This design comes from an exercise in tuning for small area on the open sky130 flow, not from production work. Where RTL was checked, it was by simulation tests only, not by an equivalence proof against the original. Power and IR drop assume default switching activity.

==> violet: inputs <==
## top
module top(
  input  wire       mclk,
  input  wire       rst,
  input  wire [3:0] switch_in,
  output wire [6:0] SEG1,  
  output wire [6:0] SEG2,  
  output wire [6:0] SEG3,  
  output wire [6:0] SEG4,  
  output wire [6:0] SEG5,  
  output wire [6:0] SEG6,  
  output wire [7:0] LED
);
clock: 10.0 ns
lec_check: 0
abc_area: 1
cap_margin: 20
core_margin: 2
core_utilization: 40
slew_margin: 20
standard.sh (not shown) runs the stock make flow with config.mk's settings and CLKGATE_MAP_FILE= SYNTH_SCRIPT=/design/flow/synth_recipe.tcl, a recipe that flattens the netlist after the stock synthesis.
==> flow/flow/run.sh <==
#!/bin/bash
export BUFFER_PORTS_ARGS="-buffer_cell sky130_fd_sc_hd__buf_1"
export CTS_ARGS="-sink_clustering_enable -repair_clock_nets -dont_use_dummy_load -buf_list {sky130_fd_sc_hd__clkbuf_8 sky130_fd_sc_hd__clkbuf_4}"
bash standard.sh > standard.log 2>&1
==> inputs of nickel, as changes to violet <==
==> flow/flow/run.sh (replaced) <==
#!/bin/bash
cp standard.sh standard_sh_copy.log
cp config.mk config_mk_copy.log
export BUFFER_PORTS_ARGS="-buffer_cell sky130_fd_sc_hd__buf_1"
bash standard.sh > standard.log 2>&1
CTS_BUF_LIST = sky130_fd_sc_hd__clkbuf_8 sky130_fd_sc_hd__clkbuf_4   (was not set)
==> qor summary <==
| metric | violet | nickel |
|---|---|---|
| Met3 layer wire length in the routed design | 879 um | 811 um |
| Via-to-Cell Ratio | 5.24 | 5.18 |
| Combinational Power | 0.000301 W | 0.000300 W |
| GRT met3 Usage | 4.65% | 5.15% |
| Fin Clk Skew | 23.3 ps | 11.3 ps |
| Worst R2R Setup Slack | 6860 ps | 6850 ps |
| Number of standard cells in the layout, taps in and fillers out | 944 | 959 |
| Total via count after detailed routing | 4947 | 4965 |
| Sequential power | 0.000607 W | 0.000606 W |
| Outcome | complete, no violations | complete, no violations |
| Largest vdd supply drop | 0.0957 mV | 0.0959 mV |
| Proportion of cell area occupied by multi-input gates | 36.1% | 35.2% |
| Metal2 WL | 6640 um | 6710 um |
| Clock network power | 0.000311 W | 0.000448 W |
| Met2 track demand over resource | 29.3% | 29.9% |
| Power dissipated by switching net loads | 0.000394 W | 0.000432 W |

---

==> v21 <==
Another version of the RTL of top (not shown whole).
// top
module top(
  input  wire       mclk,
  input  wire       rst,
  input  wire [3:0] switch_in,
  output wire [6:0] SEG1,  
  output wire [6:0] SEG2,  
  output wire [6:0] SEG3,  
  output wire [6:0] SEG4,  
  output wire [6:0] SEG5,  
  output wire [6:0] SEG6,  
  output wire [7:0] LED
);
localparam [18:0] POL1 = 19'h2aaaa;
localparam [17:0] POL2 = 18'h2aaaa;
reg [18:0] r1;
reg        h1;
reg [17:0] r2;
reg        h2;
wire [18:0] x1 = r1 ^ POL1;
wire [17:0] x2 = r2 ^ POL2;
wire t1 = (r1 == (19'h32971 ^ POL1));
wire t2 = (r2 == (18'h01d62 ^ POL2));
wire tick1 = t1 & ~h1;
wire tick2 = t2 & ~h2;
wire [18:0] n1 = (rst | t1) ? 19'd0 : {x1[17:0], ~(x1[18] ^ x1[5])};
wire [17:0] n2 = (rst | t2) ? 18'd0 : {x2[16:0], ~(x2[17] ^ x2[6])};
always @(posedge mclk) begin
  r1 <= n1 ^ POL1;
  r2 <= n2 ^ POL2;
  if (rst | t1) h1 <= ~rst & ~h1;
  if (rst | t2) h2 <= ~rst & ~h2;
end
reg [3:0] s1n, s2, s3n, B;
wire [3:0] rise = s2 & s3n;
wire [3:0] fall = ~s3n & ~s2;
wire [3:0] rsel = {rise[3] & ~|rise[2:0], rise[2] & ~|rise[1:0], rise[1] & ~rise[0], rise[0]};
wire [3:0] fsel = {fall[3] & ~|fall[2:0], fall[2] & ~|fall[1:0], fall[1] & ~fall[0], fall[0]} & {4{~|rise}};
wire [3:0] press = rsel & ~B;
always @(posedge mclk) begin
  if (rst) begin
    s1n <= 4'hf; s2 <= 4'd0; s3n <= 4'hf; B <= 4'd0;
  end else begin
    s1n <= ~switch_in; s2 <= ~s1n; s3n <= ~s2;
    B <= (B | rsel) & ~fsel;
  end
end
function [2:0] cinc;
  input [2:0] c;
  cinc = {(c[2] & ~c[1]) | (c[1] & c[0]), (c[0] & ~c[1]) | (c[1] & ~c[0] & ~c[2]), ~c[0] & ~(c[2] & c[1])};
endfunction
reg m1, m2;           
reg [2:0] ct, ca;     
  ...
==> flow/config.mk <==
export PLATFORM = sky130hd
export DESIGN_NAME = top
export DESIGN_NICKNAME = top
export VERILOG_FILES = /design/flow/design.v
export SDC_FILE = /design/flow/constraint.sdc
export NUM_CORES = 4
export LEC_CHECK = 0
export ABC_AREA = 1
export CAP_MARGIN = 20
export CORE_MARGIN = 2
export CORE_UTILIZATION = 40
export SLEW_MARGIN = 20
==> flow/constraint.sdc <==
create_clock -name core_clock -period 10.0 [get_ports {mclk}]
set_input_delay 2.0000 -clock core_clock [delete_from_list [all_inputs] [get_ports {mclk}]]
set_output_delay 2.0000 -clock core_clock [all_outputs]
set_load 0.01 [all_outputs]
==> flow/flow/run.sh <==
#!/bin/bash
# The standard layout (standard.sh), with two changes made through the
# variables ORFS reads:
#  - each port gets the smallest buffer cell (buf_1) as its port buffer;
#  - clock tree synthesis uses clkbuf_4 (clkbuf_8 at the root) and inserts no
#    dummy loads.
# All of make's output goes to standard.log in this folder.
export BUFFER_PORTS_ARGS="-buffer_cell sky130_fd_sc_hd__buf_1"
export CTS_ARGS="-sink_clustering_enable -repair_clock_nets -dont_use_dummy_load -buf_list {sky130_fd_sc_hd__clkbuf_4} -root_buf sky130_fd_sc_hd__clkbuf_8"
bash standard.sh > standard.log 2>&1
==> v26: changes against v21 <==
--- a/flow/design.v
+++ b/flow/design.v
@@ -57,17 +57,18 @@
   if (rst | (press[1] & m2)) ca <= cinc(ca) & {3{~rst}};
   if (rst | press[3]) E <= ~rst & ~E;
 end
 reg [18:0] P, T, A;
 wire        m0 = ~m1 & ~m2;
 wire [18:0] V = ({19{m1}} & T) | ({19{m2}} & A) | ({19{m0}} & P);
 wire [2:0]  cur = ({3{m1}} & ct) | ({3{m2}} & ca);    
 wire        sen = m0 ? tick1 : press[2];
-wire [5:0]  sel = {6{sen}} & {cur == 3'd5, cur == 3'd4, cur == 3'd3, cur == 3'd2, cur == 3'd1, cur == 3'd0};
+wire [5:0]  cdec = {cur[2] & cur[0], cur[2] & ~cur[1] & ~cur[0], cur[1] & cur[0], ~cur[2] & cur[1] & ~cur[0], ~cur[2] & ~cur[1] & cur[0], ~cur[2] & ~cur[1] & ~cur[0]};
+wire [5:0]  sel = {6{sen}} & cdec;
 wire [3:0] vs = V[3:0];
 wire [2:0] vs10 = V[6:4];
 wire [3:0] vm = V[10:7];
 wire [2:0] vm10 = V[13:11];
 wire [3:0] vh = V[17:14];
 wire       vh10 = V[18];
 wire e0 = sel[0];
 wire e1 = (e0 & vs[3] & vs[0]) | sel[1];
@@ -80,18 +81,17 @@
   (e4 & (h9 | h11)) | sel[5],
   e4 & vh[0] & (vh[3] | (vh[2] & vh[1])), e4 & vh[1] & vh[0], e4 & vh[0] & ~vh[3] & ~h11, e4,
   e3 & vm10[0] & (vm10[1] | vm10[2]), e3 & vm10[0] & ~vm10[2], e3,
   e2 & vm[0] & (vm[3] | (vm[2] & vm[1])), e2 & vm[1] & vm[0], e2 & vm[0] & ~vm[3], e2,
   e1 & vs10[0] & (vs10[1] | vs10[2]), e1 & vs10[0] & ~vs10[2], e1,
   e0 & vs[0] & (vs[3] | (vs[2] & vs[1])), e0 & vs[1] & vs[0], e0 & vs[0] & ~vs[3], e0};
 wire [18:0] W = (V ^ tog) & {19{~rst}};    
 always @(posedge mclk) begin
-  if (rst | (~m1 & ~m2)) P <= W;
-  else if (tick1 & m1)   P <= V;
+  P <= ({19{rst | m0}} & W) | ({19{~rst & m1 & tick1}} & T) | ({19{~rst & ~m0 & ~(m1 & tick1)}} & P);
   if (rst | m1) T <= W;
   if (rst | m2) A <= W;
 end
 wire s_ge = (P[3] & ~A[3]) | (~(P[3] ^ A[3]) & ((P[2] & ~A[2]) | (~(P[2] ^ A[2]) &
             ((P[1] & ~A[1]) | (~(P[1] ^ A[1]) & (P[0] | ~A[0]))))));
 wire ring = E & (P[18:7] == A[18:7]) & (s_ge ? (P[6:4] == A[6:4]) : (P[6:4] == {A[6] ^ (A[5] & A[4]), A[5] ^ A[4], ~A[4]}));
 reg K;
 always @(posedge mclk) begin
@@ -118,16 +118,16 @@
   dec3[1] = (~d[0]&~d[1]) | (~d[2]);
   dec3[2] = (d[0]) | (~d[1]);
   dec3[3] = ~((~d[0]&d[2]) | (d[0]&~d[1]&~d[2]));
   dec3[4] = (~d[0]&~d[2]);
   dec3[5] = ~((d[1]) | (d[0]&~d[2]));
   dec3[6] = (d[1]&~d[2]) | (~d[1]&d[2]);
   end
 endfunction
-wire [5:0] bd = {6{blk}} & {cur == 3'd5, cur == 3'd4, cur == 3'd3, cur == 3'd2, cur == 3'd1, cur == 3'd0};
+wire [5:0] bd = {6{blk}} & cdec;
 assign SEG6 = dec4(V[3:0] | {4{bd[0]}});
 assign SEG5 = dec3({V[6] | bd[1], V[5] | bd[1], V[4] & ~bd[1]});
 assign SEG4 = dec4(V[10:7] | {4{bd[2]}});
 assign SEG3 = dec3({V[13] | bd[3], V[12] | bd[3], V[11] & ~bd[3]});
 assign SEG2 = dec4(V[17:14] | {4{bd[4]}});
 assign SEG1 = {1'b0, {3{~V[18] & ~bd[5]}}, {2{~bd[5]}}, ~V[18] & ~bd[5]};
 endmodule
==> flow/flow/run.sh (replaced) <==
#!/bin/bash
# The standard layout (standard.sh), with two changes made through the
# variables ORFS reads:
#  - each port gets the smallest buffer cell (buf_1) as its port buffer;
#  - clock tree synthesis uses clkbuf_4 (clkbuf_8 at the root) and inserts no
#    dummy loads.
# All of make's output goes to standard.log in this folder.
export BUFFER_PORTS_ARGS="-buffer_cell sky130_fd_sc_hd__buf_1"
export CTS_ARGS="-sink_clustering_enable -repair_clock_nets -dont_use_dummy_load -buf_list {sky130_fd_sc_hd__clkbuf_4} -root_buf sky130_fd_sc_hd__clkbuf_8"
export RECOVER_POWER=100
bash standard.sh > standard.log 2>&1
Settings changed: ABC_AREA 1 to 0.
==> v1: changes against v21 <==
--- a/flow/design.v
+++ b/flow/design.v
@@ -80,18 +80,17 @@
   (e4 & (h9 | h11)) | sel[5],
   e4 & vh[0] & (vh[3] | (vh[2] & vh[1])), e4 & vh[1] & vh[0], e4 & vh[0] & ~vh[3] & ~h11, e4,
   e3 & vm10[0] & (vm10[1] | vm10[2]), e3 & vm10[0] & ~vm10[2], e3,
   e2 & vm[0] & (vm[3] | (vm[2] & vm[1])), e2 & vm[1] & vm[0], e2 & vm[0] & ~vm[3], e2,
   e1 & vs10[0] & (vs10[1] | vs10[2]), e1 & vs10[0] & ~vs10[2], e1,
   e0 & vs[0] & (vs[3] | (vs[2] & vs[1])), e0 & vs[1] & vs[0], e0 & vs[0] & ~vs[3], e0};
 wire [18:0] W = (V ^ tog) & {19{~rst}};    
 always @(posedge mclk) begin
-  if (rst | (~m1 & ~m2)) P <= W;
-  else if (tick1 & m1)   P <= V;
+  P <= ({19{rst | m0}} & W) | ({19{~rst & m1 & tick1}} & V) | ({19{~rst & ~m0 & ~(m1 & tick1)}} & P);
   if (rst | m1) T <= W;
   if (rst | m2) A <= W;
 end
 wire s_ge = (P[3] & ~A[3]) | (~(P[3] ^ A[3]) & ((P[2] & ~A[2]) | (~(P[2] ^ A[2]) &
             ((P[1] & ~A[1]) | (~(P[1] ^ A[1]) & (P[0] | ~A[0]))))));
 wire ring = E & (P[18:7] == A[18:7]) & (s_ge ? (P[6:4] == A[6:4]) : (P[6:4] == {A[6] ^ (A[5] & A[4]), A[5] ^ A[4], ~A[4]}));
 reg K;
 always @(posedge mclk) begin
Settings changed: ABC_AREA 1 to 0.
==> flow_summary.yaml <==
synthesis:
  synth_compound_area_share_pct: 12.8
  yosys-top-cells-count: "nand2_1 (175), inv_1 (92), nor2_1 (70)"
  synth_most_common_cell: "nand2_1"
clocking:
  cts.clk_slew.worst_paths_ns: 0.12
status:
  status: "finished clean"
pwr:
  comb_power_share_pct: 26.0
cells_and_area:
  multi_input_area_mm2: 0.00245
  seq_area_share_pct: 47.7
  n_all_inverters: 101
floorplanning:
  core.rowCount: 45
  die-area_mm2: 0.0166
sta:
  holdWs_ns: 0.366
  worstMarginPinSlew_ns: 1.14
the above is filed under v21

==> flow_summary.yaml <==
status:
  status: "finished clean"
clocking:
  cts.clk_slew.worst_paths_ns: 0.12
sta:
  holdWs_ns: 0.376
  worstMarginPinSlew_ns: 0.961
synthesis:
  yosys-top-cells-count: "nor2_1 (95), nand2_1 (80), dfxtp_1 (72)"
  synth_compound_area_share_pct: 18.3
cells_and_area:
  seq_area_share_pct: 46.3
floorplanning:
  core.rowCount: 44
the above is filed under v1

==> flow_summary.yaml <==
status:
  status: "complete, but fails checks"
  so.violations: "capacitance limit, slew limit"
pwr:
  comb_power_share_pct: 21.3
cells_and_area:
  n_all_inverters: 15
floorplanning:
  die-area_mm2: 0.0154
sta:
  maxSlewViolCount: 153
  worstMarginPinSlew_ns: 2.72
run:
  max_cap_viol_count: 5
the above is filed under v26

The RTL of v1 was laid out without a check of its function.

==> separate check: timing with driven ports <==
Ports are ideal in the flow. The routed layouts listed here were re-timed in OpenROAD.
Step 1: set_driving_cell puts a clkbuf_16 on mclk and a buf_2 on each other input, an assumption about the parent block.
Step 2 times the ports against the registers' clock, not the clock port: input delays grow and output delays shrink by t, the midpoint of the rising clock arrivals with the driver on.
a / b / c = ideal ports / drivers / drivers and shift; a / b = the first two.
| run | t (ns) | slack for setup (ns) | pins driven straight from the clock port |
|---|---|---|---|
| violet | 0.454 | 4.632 / 4.597 / 5.051 | 1 |
| nickel | 0.463 | 4.632 / 4.597 / 5.059 | 1 |
| v21 | 0.431 | 4.854 / 4.817 / 5.249 | 1 |
| v26 | 0.433 | 3.438 / 3.404 / 3.837 | 1 |
| v1 | 0.444 | 4.635 / 4.597 / 5.041 | 1 |
